This design comes from an exercise in tuning for small area, a short achievable clock period and few clock cycles on the open sky130 flow, not from production work.
At most, simulation tests tie the RTL to the original design; equivalence was not proved.

==> flow/design.v <==
module JAM (
input CLK,
input RST,
output reg [2:0] W,
output reg [2:0] J,
input [6:0] Cost,
output reg [3:0] MatchCount,
output reg [9:0] MinCost,
output reg Valid );
localparam P = 6;    
localparam PASS1 = 3'd0, PASS2 = 3'd1, INIT = 3'd2, SEARCH = 3'd3, FIX = 3'd4, DONE = 3'd5;
reg [2:0] ph;
reg [6:0] v [0:7];      
reg [6:0] u [0:7];      
reg [2:0] arg [0:7];    
reg [2:0] arg2 [0:7];   
reg [7:0] big [0:7];    
reg [9:0] S0;           
reg [6:0] m;            
reg [2:0] am;           
reg [6:0] m2;           
reg [2:0] am2;          
reg [6:0] Vc;           
reg signed [11:0] R;    
reg [9:0] S [0:6];      
reg [2:0] a [0:6];      
reg [2:0] nxj [0:6];    
reg [6:0] hn;           
reg       bt_ok;        
reg [2:0] bt_d;         
integer k;
wire [2:0] d = W;
wire [2:0] j = J;
wire [2:0] dn = d + 3'd1;
wire [6:0] vj = Vc;
wire       c_lt_v = Cost < vj;
wire [6:0] vmin = c_lt_v ? Cost : vj;
wire [6:0] t = Cost - vj;
wire [6:0] tp = (ph == PASS1 && c_lt_v) ? 7'd0 : t;
wire       t_lt_m = (j == 3'd0) || (tp < m);
wire [6:0] mnew = t_lt_m ? tp : m;
wire [2:0] amnew = t_lt_m ? j : am;
wire       t_lt_m2 = (j == 3'd1) || (tp < m2);
wire [6:0] m2new = t_lt_m ? m : t_lt_m2 ? tp : m2;
wire [2:0] am2new = t_lt_m ? am : t_lt_m2 ? j : am2;
wire signed [11:0] ts = {5'd0, t};
wire signed [11:0] vc_s = {5'd0, Vc};
wire signed [11:0] Z = R + vc_s;
wire signed [11:0] cost_s = {5'd0, Cost};
wire       prune = cost_s > Z;
wire       better = cost_s < Z;
wire       leaf = (d == 3'd7);
reg [7:0] used;          
wire [2:0] argd = arg[d];
wire [6:0] ud = u[d];
reg [6:0] Un;           
wire signed [11:0] un_s = {5'd0, Un};
reg [2:0] argn;          
reg [2:0] arg2n;         
reg [2:0] argn2;         
reg [2:0] arg2n2;        
always @(*) begin
	argn2 = arg[0];
	arg2n2 = arg2[0];
	for (k = 0; k < 6; k = k + 1)
		if (d == k) begin
			argn2 = arg[k + 2];
			arg2n2 = arg2[k + 2];
		end
end
reg [6:0] un2;          
always @(*) begin
	un2 = u[0];
	for (k = 0; k < 6; k = k + 1)
		if (d == k) un2 = u[k + 2];
end
wire       is_top = (j == argd);
wire       skipok = R < 12'sd32;
wire [2:0] arg2d = arg2[d];
wire       is_sec = (j == arg2d);
wire       first2 = is_top | is_sec;
wire [7:0] bigd = big[d];
reg [7:0] gt;
always @(*) begin
	for (k = 0; k < 8; k = k + 1) gt[k] = first2 | (k > j);
end
wire [7:0] cand = ~used & ~(8'd1 << argd) & ~(8'd1 << arg2d) & gt & ~(bigd & {8{skipok}});
wire       sec_ok = is_top && !used[arg2d] && !(bigd[arg2d] && skipok);
wire       has_nx = sec_ok || (|cand);
reg  [2:0] nx0;
always @(*) begin
	nx0 = 3'd0;
	for (k = 7; k >= 0; k = k - 1) if (cand[k]) nx0 = k;
end
wire [2:0] nx = sec_ok ? arg2d : nx0;
wire [2:0] jsib = (ph == SEARCH) ? nx : (ph == INIT) ? arg[0] : j + 3'd1;
wire [6:0] v_sib = v[jsib];
wire [7:0] used2 = used | (8'd1 << j);
reg  [2:0] fu;
always @(*) begin
	fu = 3'd0;
	for (k = 7; k >= 0; k = k - 1) if (!used2[k]) fu = k;
end
wire       argn_free = !used2[argn];
wire       arg2n_free = !used2[arg2n];
wire [2:0] jdesc = argn_free ? argn : arg2n_free ? arg2n : fu;
wire [6:0] v_desc = v[jdesc];
reg       bt_ok2;
reg [2:0] bt_d2;
always @(*) begin
	bt_ok2 = 1'b0;
	bt_d2 = 3'd0;
	for (k = 0; k < 7; k = k + 1)
		if (hn[k] && k < bt_d) begin
			bt_ok2 = 1'b1;
			bt_d2 = k;
		end
end
wire [2:0] rd = (ph == FIX) ? d : bt_d;
wire signed [11:0] mc_s = {2'd0, MinCost};
wire signed [11:0] sbt_s = {2'd0, S[rd]};
wire signed [11:0] Rbt = mc_s - sbt_s;
wire [6:0] u_bt = u[bt_d + 3'd1];
wire [2:0] arg_bt = arg[bt_d + 3'd1];
wire [2:0] arg2_bt = arg2[bt_d + 3'd1];
reg [7:0] used_bt;
always @(*) begin
	used_bt = 8'd0;
	for (k = 0; k < 7; k = k + 1)
		if (k < bt_d) used_bt = used_bt | (8'd1 << a[k]);
end
wire [6:0] v_bt = v[nxj[bt_d]];
wire [9:0] Sd = MinCost - R[9:0];    
wire descend = !leaf && !prune;
wire sibling = !leaf && !(first2 && prune && d < P) && has_nx;
always @(posedge CLK or posedge RST) begin
	if (RST) begin
		ph <= PASS1;
		W <= 3'd0;
		J <= 3'd0;
		Valid <= 1'b0;
		MinCost <= 10'h3ff;
		MatchCount <= 4'd0;
		S0 <= 10'd0;
		bt_ok <= 1'b0;
		bt_d <= 3'd0;
	end else begin
		case (ph)
		PASS1: begin
			{W, J} <= {W, J} + 6'd1;
			if (d > P && j == 3'd0) S0 <= S0 + {3'd0, m};    
			if (d == 3'd7 && j == 3'd7) ph <= PASS2;
		end
		PASS2: begin
			{W, J} <= {W, J} + 6'd1;
			if (d == 3'd1) S0 <= S0 + {3'd0, vj};
			else if (j == 3'd0 && d != 3'd1) S0 <= S0 + {3'd0, m};    
			if (d == P - 1 && j == 3'd7) ph <= INIT;
		end
		INIT: begin
			S0 <= S0 + {3'd0, m};    
			W <= 3'd0;
			J <= arg[0];
			bt_ok <= 1'b0;
			ph <= FIX;
		end
		SEARCH: begin
			if (leaf) begin
				if (better) begin
					MinCost <= (MinCost - Z[9:0]) + {3'd0, Cost};    
					MatchCount <= 4'd1;
				end else if (!prune)
					MatchCount <= MatchCount + 4'd1;
			end
			if (descend) begin
				W <= dn;
				J <= jdesc;
				if (has_nx) begin
					bt_ok <= 1'b1;
					bt_d <= d;
				end
			end else if (sibling)
				J <= nx;
			else if (bt_ok) begin
				W <= bt_d;
				J <= nxj[bt_d];
				bt_ok <= bt_ok2;
				bt_d <= bt_d2;
				if (leaf && better) ph <= FIX;
			end else begin
				ph <= DONE;
				Valid <= 1'b1;
			end
		end
		FIX: ph <= SEARCH;
		default: ;
		endcase
	end
end
always @(posedge CLK) begin
	if (ph == PASS1) begin
		if (d == 3'd0) v[j] <= Cost;
		else v[j] <= vmin;
	end
	if (ph == PASS2 || (ph == PASS1 && d >= P)) begin
		m <= mnew;
		am <= amnew;
		m2 <= m2new;
		am2 <= am2new;
		big[d][j] <= (tp[6:5] != 2'd0);
		if (j == 3'd7) begin
			u[d] <= mnew;
			arg[d] <= amnew;
			arg2[d] <= am2new;
		end
	end
	if (ph == INIT) begin
		S[0] <= S0 + {3'd0, m};    
		Un <= u[1];
		argn <= arg[1];
		arg2n <= arg2[1];
		used <= 8'd0;
	end
	if (ph == FIX)
		R <= Rbt;
	if (ph == PASS1 || ph == PASS2 || ph == INIT)
		Vc <= v_sib;
	if (ph == SEARCH) begin
		if (!leaf) begin
			a[d] <= j;
			nxj[d] <= nx;
			hn[d] <= has_nx;
			S[d] <= Sd;
		end
		if (descend) begin
			R <= (Z + un_s) - cost_s;    
			Un <= un2;
			argn <= argn2;
			arg2n <= arg2n2;
			used <= used2;
			Vc <= v_desc;
		end else if (sibling)
			Vc <= v_sib;
		else begin
			R <= Rbt;
			Un <= u_bt;
			argn <= arg_bt;
			arg2n <= arg2_bt;
			used <= used_bt;
			Vc <= v_bt;
		end
	end
end
endmodule
clock: 5.0 ns
lec_check: 0
abc_area: 1
cap_margin: 20
core_margin: 2
core_utilization: 40
setup_slack_margin: 0.8
slew_margin: 20
run.sh (not shown) runs the stock make flow with config.mk's settings and CLKGATE_MAP_FILE= SYNTH_SCRIPT=/design/flow/synth_recipe.tcl, a recipe that flattens the netlist after the stock synthesis.
The starting point finished clean.
Change:
--- a/flow/design.v
+++ b/flow/design.v
@@ -44,11 +44,8 @@
 wire [6:0] m2new = t_lt_m ? m : t_lt_m2 ? tp : m2;
 wire [2:0] am2new = t_lt_m ? am : t_lt_m2 ? j : am2;
 wire signed [11:0] ts = {5'd0, t};
-wire signed [11:0] vc_s = {5'd0, Vc};
-wire signed [11:0] Z = R + vc_s;
-wire signed [11:0] cost_s = {5'd0, Cost};
-wire       prune = cost_s > Z;
-wire       better = cost_s < Z;
+wire       prune = ts > R;
+wire       better = ts < R;
 wire       leaf = (d == 3'd7);
 reg [7:0] used;          
 wire [2:0] argd = arg[d];
@@ -167,7 +164,7 @@
 		SEARCH: begin
 			if (leaf) begin
 				if (better) begin
-					MinCost <= (MinCost - Z[9:0]) + {3'd0, Cost};    
+					MinCost <= Sd + {3'd0, t};
 					MatchCount <= 4'd1;
 				end else if (!prune)
 					MatchCount <= MatchCount + 4'd1;
@@ -233,7 +230,7 @@
 			S[d] <= Sd;
 		end
 		if (descend) begin
-			R <= (Z + un_s) - cost_s;    
+			R <= (R + un_s) - ts;
 			Un <= un2;
 			argn <= argn2;
 			arg2n <= arg2n2;
=> Wire length decreases by 1.2%. Critical path depth grows by 5. Clock skew decreases by 0.024 ns. Via count goes down by 1.9%. Cell count is lower by 2.0%.
Testbench counts after the change, summed over its fixed seeds: cycles 1,829.
Only the layout flow was run in the first run of this note; the RTL was not checked for function there.

---

JAM, a different RTL version from the one above (not shown whole).
For scale: roughly 2100 cells after synthesis, about 390 flip-flops, roughly 30 I/O pins, about 0.023 mm2 of cells after synthesis.
==> module JAM, before the edit <==
module JAM (
input CLK,
input RST,
output reg [2:0] W,
output reg [2:0] J,
input [6:0] Cost,
output reg [3:0] MatchCount,
output reg [9:0] MinCost,
output reg Valid );
localparam PASS1 = 3'd0, PASS2 = 3'd1, INIT = 3'd2, SEARCH = 3'd3, FIX = 3'd4, DONE = 3'd5;
reg [2:0] ph;
reg [6:0] v [0:7];      
reg [6:0] u [0:7];      
reg [2:0] arg [0:7];    
reg [7:0] big [0:7];    
reg [9:0] S0;           
reg [6:0] m;            
reg [2:0] am;           
reg [6:0] Vc;           
reg signed [11:0] R;    
reg [9:0] S [0:6];      
reg [2:0] a [0:6];      
reg [2:0] nxj [0:6];    
reg [6:0] hn;           
reg       bt_ok;        
reg [2:0] bt_d;         
integer k;
wire [2:0] d = W;
wire [2:0] j = J;
wire [2:0] dn = d + 3'd1;
wire [6:0] vj = Vc;
wire       c_lt_v = Cost < vj;
wire [6:0] vmin = c_lt_v ? Cost : vj;
wire [6:0] t = Cost - vj;
wire       t_lt_m = (j == 3'd0) || (t < m);
wire [6:0] mnew = t_lt_m ? t : m;
wire [2:0] amnew = t_lt_m ? j : am;
wire signed [11:0] ts = {5'd0, t};
wire       prune = ts > R;
wire       better = ts < R;
wire       leaf = (d == 3'd7);
reg [7:0] used;
always @(*) begin
	used = 8'd0;
	for (k = 0; k < 7; k = k + 1)
		if (k < d) used = used | (8'd1 << a[k]);
end
wire [2:0] argd = arg[d];
wire [6:0] ud = u[d];
reg [6:0] un;
reg [2:0] argn;
always @(*) begin
	un = u[0];
	argn = arg[0];
	for (k = 0; k < 7; k = k + 1)
		if (d == k) begin
			un = u[k + 1];
			argn = arg[k + 1];
		end
end
wire       is_top = (j == argd);
wire       skipok = R < 12'sd32;
reg [7:0] gt;
always @(*) begin
	for (k = 0; k < 8; k = k + 1) gt[k] = is_top | (k > j);
end
wire [7:0] cand = ~used & ~(8'd1 << argd) & gt & ~(big[d] & {8{skipok}});
wire       has_nx = |cand;
reg  [2:0] nx;
always @(*) begin
	nx = 3'd0;
	for (k = 7; k >= 0; k = k - 1) if (cand[k]) nx = k;
end
wire [2:0] jsib = (ph == SEARCH) ? nx : (ph == INIT) ? arg[0] : j + 3'd1;
wire [6:0] v_sib = v[jsib];
wire [7:0] used2 = used | (8'd1 << j);
reg  [2:0] fu;
always @(*) begin
	fu = 3'd0;
	for (k = 7; k >= 0; k = k - 1) if (!used2[k]) fu = k;
end
wire       argn_free = !used2[argn];
wire [2:0] jdesc = argn_free ? argn : fu;
wire [6:0] v_desc = v[jdesc];
reg       bt_ok2;
reg [2:0] bt_d2;
always @(*) begin
	bt_ok2 = 1'b0;
	bt_d2 = 3'd0;
	for (k = 0; k < 7; k = k + 1)
		if (hn[k] && k < bt_d) begin
			bt_ok2 = 1'b1;
			bt_d2 = k;
		end
end
wire [2:0] rd = (ph == FIX) ? d : bt_d;
wire signed [11:0] Rbt = $signed({2'd0, MinCost}) - $signed({2'd0, S[rd]});
wire [6:0] v_bt = v[nxj[bt_d]];
wire [9:0] Sd = MinCost - R[9:0];    
wire descend = !leaf && !prune;
wire sibling = !leaf && !(is_top && prune) && has_nx;
always @(posedge CLK or posedge RST) begin
	if (RST) begin
		ph <= PASS1;
		W <= 3'd0;
		J <= 3'd0;
		Valid <= 1'b0;
		MinCost <= 10'h3ff;
		MatchCount <= 4'd0;
		S0 <= 10'd0;
		bt_ok <= 1'b0;
		bt_d <= 3'd0;
	end else begin
		case (ph)
		PASS1: begin
			{W, J} <= {W, J} + 6'd1;
			if (d == 3'd7 && j == 3'd7) ph <= PASS2;
		end
		PASS2: begin
			{W, J} <= {W, J} + 6'd1;
			if (d == 3'd0) S0 <= S0 + {3'd0, vj};
			else if (j == 3'd0 && d != 3'd1) S0 <= S0 + {3'd0, m};    
			if (d == 3'd7 && j == 3'd7) ph <= INIT;
		end
		INIT: begin
			S0 <= S0 + {3'd0, m};    
			W <= 3'd0;
			J <= arg[0];
			bt_ok <= 1'b0;
			ph <= FIX;
		end
		SEARCH: begin
			if (leaf) begin
				if (better) begin
					MinCost <= Sd + {3'd0, t};
					MatchCount <= 4'd1;
				end else if (!prune)
					MatchCount <= MatchCount + 4'd1;
			end
			if (descend) begin
				W <= dn;
				J <= jdesc;
				if (has_nx) begin
					bt_ok <= 1'b1;
					bt_d <= d;
				end
			end else if (sibling)
				J <= nx;
			else if (bt_ok) begin
				W <= bt_d;
				J <= nxj[bt_d];
				bt_ok <= bt_ok2;
				bt_d <= bt_d2;
				if (leaf && better) ph <= FIX;
			end else begin
				ph <= DONE;
				Valid <= 1'b1;
			end
		end
		FIX: ph <= SEARCH;
		default: ;
		endcase
	end
end
always @(posedge CLK) begin
	if (ph == PASS1) begin
		if (d == 3'd0) v[j] <= Cost;
		else v[j] <= vmin;
	end
	if (ph == PASS2) begin
		m <= mnew;
		am <= amnew;
		big[d][j] <= (t[6:5] != 2'd0);
		if (j == 3'd7) begin
			u[d] <= mnew;
			arg[d] <= amnew;
		end
	end
	if (ph == INIT)
		S[0] <= S0 + {3'd0, m};
	if (ph == FIX)
		R <= Rbt;
	if (ph == PASS1 || ph == PASS2 || ph == INIT)
		Vc <= v_sib;
	if (ph == SEARCH) begin
		if (!leaf) begin
			a[d] <= j;
			nxj[d] <= nx;
			hn[d] <= has_nx;
			S[d] <= Sd;
		end
		if (descend) begin
			R <= R - ts + $signed({5'd0, un});
			Vc <= v_desc;
		end else if (sibling)
			Vc <= v_sib;
		else begin
			R <= Rbt;
			Vc <= v_bt;
		end
	end
end
endmodule
==> flow/config.mk <==
export PLATFORM = sky130hd
export DESIGN_NAME = JAM
export DESIGN_NICKNAME = JAM
export VERILOG_FILES = /design/flow/design.v
export SDC_FILE = /design/flow/constraint.sdc
export NUM_CORES = 4
export LEC_CHECK = 0
export CAP_MARGIN = 20
export CORE_MARGIN = 2
export CORE_UTILIZATION = 40
export SLEW_MARGIN = 20
==> flow/constraint.sdc <==
create_clock -name core_clock -period 5.0 [get_ports {CLK}]
set_input_delay 1.0000 -clock core_clock [delete_from_list [all_inputs] [get_ports {CLK}]]
set_output_delay 1.0000 -clock core_clock [all_outputs]
set_load 0.01 [all_outputs]
The first run finished with timing, DRC and antenna clean.
Edit:
--- a/flow/design.v
+++ b/flow/design.v
@@ -36,30 +36,29 @@
 wire [6:0] mnew = t_lt_m ? t : m;
 wire [2:0] amnew = t_lt_m ? j : am;
 wire signed [11:0] ts = {5'd0, t};
 wire       prune = ts > R;
 wire       better = ts < R;
 wire       leaf = (d == 3'd7);
-reg [7:0] used;
-always @(*) begin
-	used = 8'd0;
-	for (k = 0; k < 7; k = k + 1)
-		if (k < d) used = used | (8'd1 << a[k]);
-end
+reg [7:0] used;          
 wire [2:0] argd = arg[d];
 wire [6:0] ud = u[d];
-reg [6:0] un;
-reg [2:0] argn;
-always @(*) begin
-	un = u[0];
-	argn = arg[0];
-	for (k = 0; k < 7; k = k + 1)
-		if (d == k) begin
-			un = u[k + 1];
-			argn = arg[k + 1];
-		end
+reg [6:0] Un;           
+wire signed [11:0] un_s = {5'd0, Un};
+reg [2:0] argn;          
+reg [2:0] argn2;         
+always @(*) begin
+	argn2 = arg[0];
+	for (k = 0; k < 6; k = k + 1)
+		if (d == k) argn2 = arg[k + 2];
+end
+reg [6:0] un2;          
+always @(*) begin
+	un2 = u[0];
+	for (k = 0; k < 6; k = k + 1)
+		if (d == k) un2 = u[k + 2];
 end
 wire       is_top = (j == argd);
 wire       skipok = R < 12'sd32;
 reg [7:0] gt;
 always @(*) begin
 	for (k = 0; k < 8; k = k + 1) gt[k] = is_top | (k > j);
@@ -91,13 +90,23 @@
 		if (hn[k] && k < bt_d) begin
 			bt_ok2 = 1'b1;
 			bt_d2 = k;
 		end
 end
 wire [2:0] rd = (ph == FIX) ? d : bt_d;
-wire signed [11:0] Rbt = $signed({2'd0, MinCost}) - $signed({2'd0, S[rd]});
+wire signed [11:0] mc_s = {2'd0, MinCost};
+wire signed [11:0] sbt_s = {2'd0, S[rd]};
+wire signed [11:0] Rbt = mc_s - sbt_s;
+wire [6:0] u_bt = u[bt_d + 3'd1];
+wire [2:0] arg_bt = arg[bt_d + 3'd1];
+reg [7:0] used_bt;
+always @(*) begin
+	used_bt = 8'd0;
+	for (k = 0; k < 7; k = k + 1)
+		if (k < bt_d) used_bt = used_bt | (8'd1 << a[k]);
+end
 wire [6:0] v_bt = v[nxj[bt_d]];
 wire [9:0] Sd = MinCost - R[9:0];    
 wire descend = !leaf && !prune;
 wire sibling = !leaf && !(is_top && prune) && has_nx;
 always @(posedge CLK or posedge RST) begin
 	if (RST) begin
@@ -173,31 +182,41 @@
 		big[d][j] <= (t[6:5] != 2'd0);
 		if (j == 3'd7) begin
 			u[d] <= mnew;
 			arg[d] <= amnew;
 		end
 	end
-	if (ph == INIT)
+	if (ph == INIT) begin
 		S[0] <= S0 + {3'd0, m};
+		Un <= u[1];
+		argn <= arg[1];
+		used <= 8'd0;
+	end
 	if (ph == FIX)
 		R <= Rbt;
 	if (ph == PASS1 || ph == PASS2 || ph == INIT)
 		Vc <= v_sib;
 	if (ph == SEARCH) begin
 		if (!leaf) begin
 			a[d] <= j;
 			nxj[d] <= nx;
 			hn[d] <= has_nx;
 			S[d] <= Sd;
 		end
 		if (descend) begin
-			R <= R - ts + $signed({5'd0, un});
+			R <= (R + un_s) - ts;
+			Un <= un2;
+			argn <= argn2;
+			used <= used2;
 			Vc <= v_desc;
 		end else if (sibling)
 			Vc <= v_sib;
 		else begin
 			R <= Rbt;
+			Un <= u_bt;
+			argn <= arg_bt;
+			used <= used_bt;
 			Vc <= v_bt;
 		end
 	end
 end
 endmodule
What happened: Fmax goes up by a few percent. Non-clock buffer count drops by 30. Utilization came out lower by 0.38 points. First-iteration DRC count shrinks by a little under a tenth. Routed wire length came out higher by a few percent. Design area increases slightly. Clock-buffer cell count rises by 3. Synthesized area came out higher by a few percent. Global-route usage went up by 0.48 points. Setup slack is better by 0.15 ns. Synthesized cell count rises by a few percent.
Testbench counts after the change, summed over its fixed seeds: cycles 2,334.
For the first run of this note, only the layout was checked, not whether the RTL still works.

-- port drivers added, routing unchanged --
The flow's constraints put no driver on any port. The routed layouts listed below were extracted and timed again, unchanged, in two steps. Step 1 assumes that a clkbuf_16 drives the clock port and a buf_2 every other input. Step 2 moves the port delays by t, midway between the first and last clock arrival at a register: inputs arrive t later, outputs are due t later. That takes back most of the time a late clock gives input paths. Three values: ideal ports, drivers, drivers and shift; two values: the first two.
run	shift t [ns]	slack for setup (ns)	clock arrival spread, ns	cell pins on the clock port's net
the first run of note 1	0.654	0.847 / 0.847 / 0.316	0.052 / 0.052	1
the second run of note 1	0.661	0.957 / 0.976 / 0.316	0.028 / 0.029	1
the first run of note 2	0.647	0.143 / 0.180 / -0.466	0.025 / 0.025	1
the second run of note 2	0.637	0.291 / 0.332 / -0.305	0.025 / 0.025	1
Met with ideal ports but missed after step 2: setup timing in the first run of note 2 and the second run of note 2. The setup slack of the second run of note 1, which loses most, moves by +0.019 ns with the drivers and by -0.641 ns with both steps.
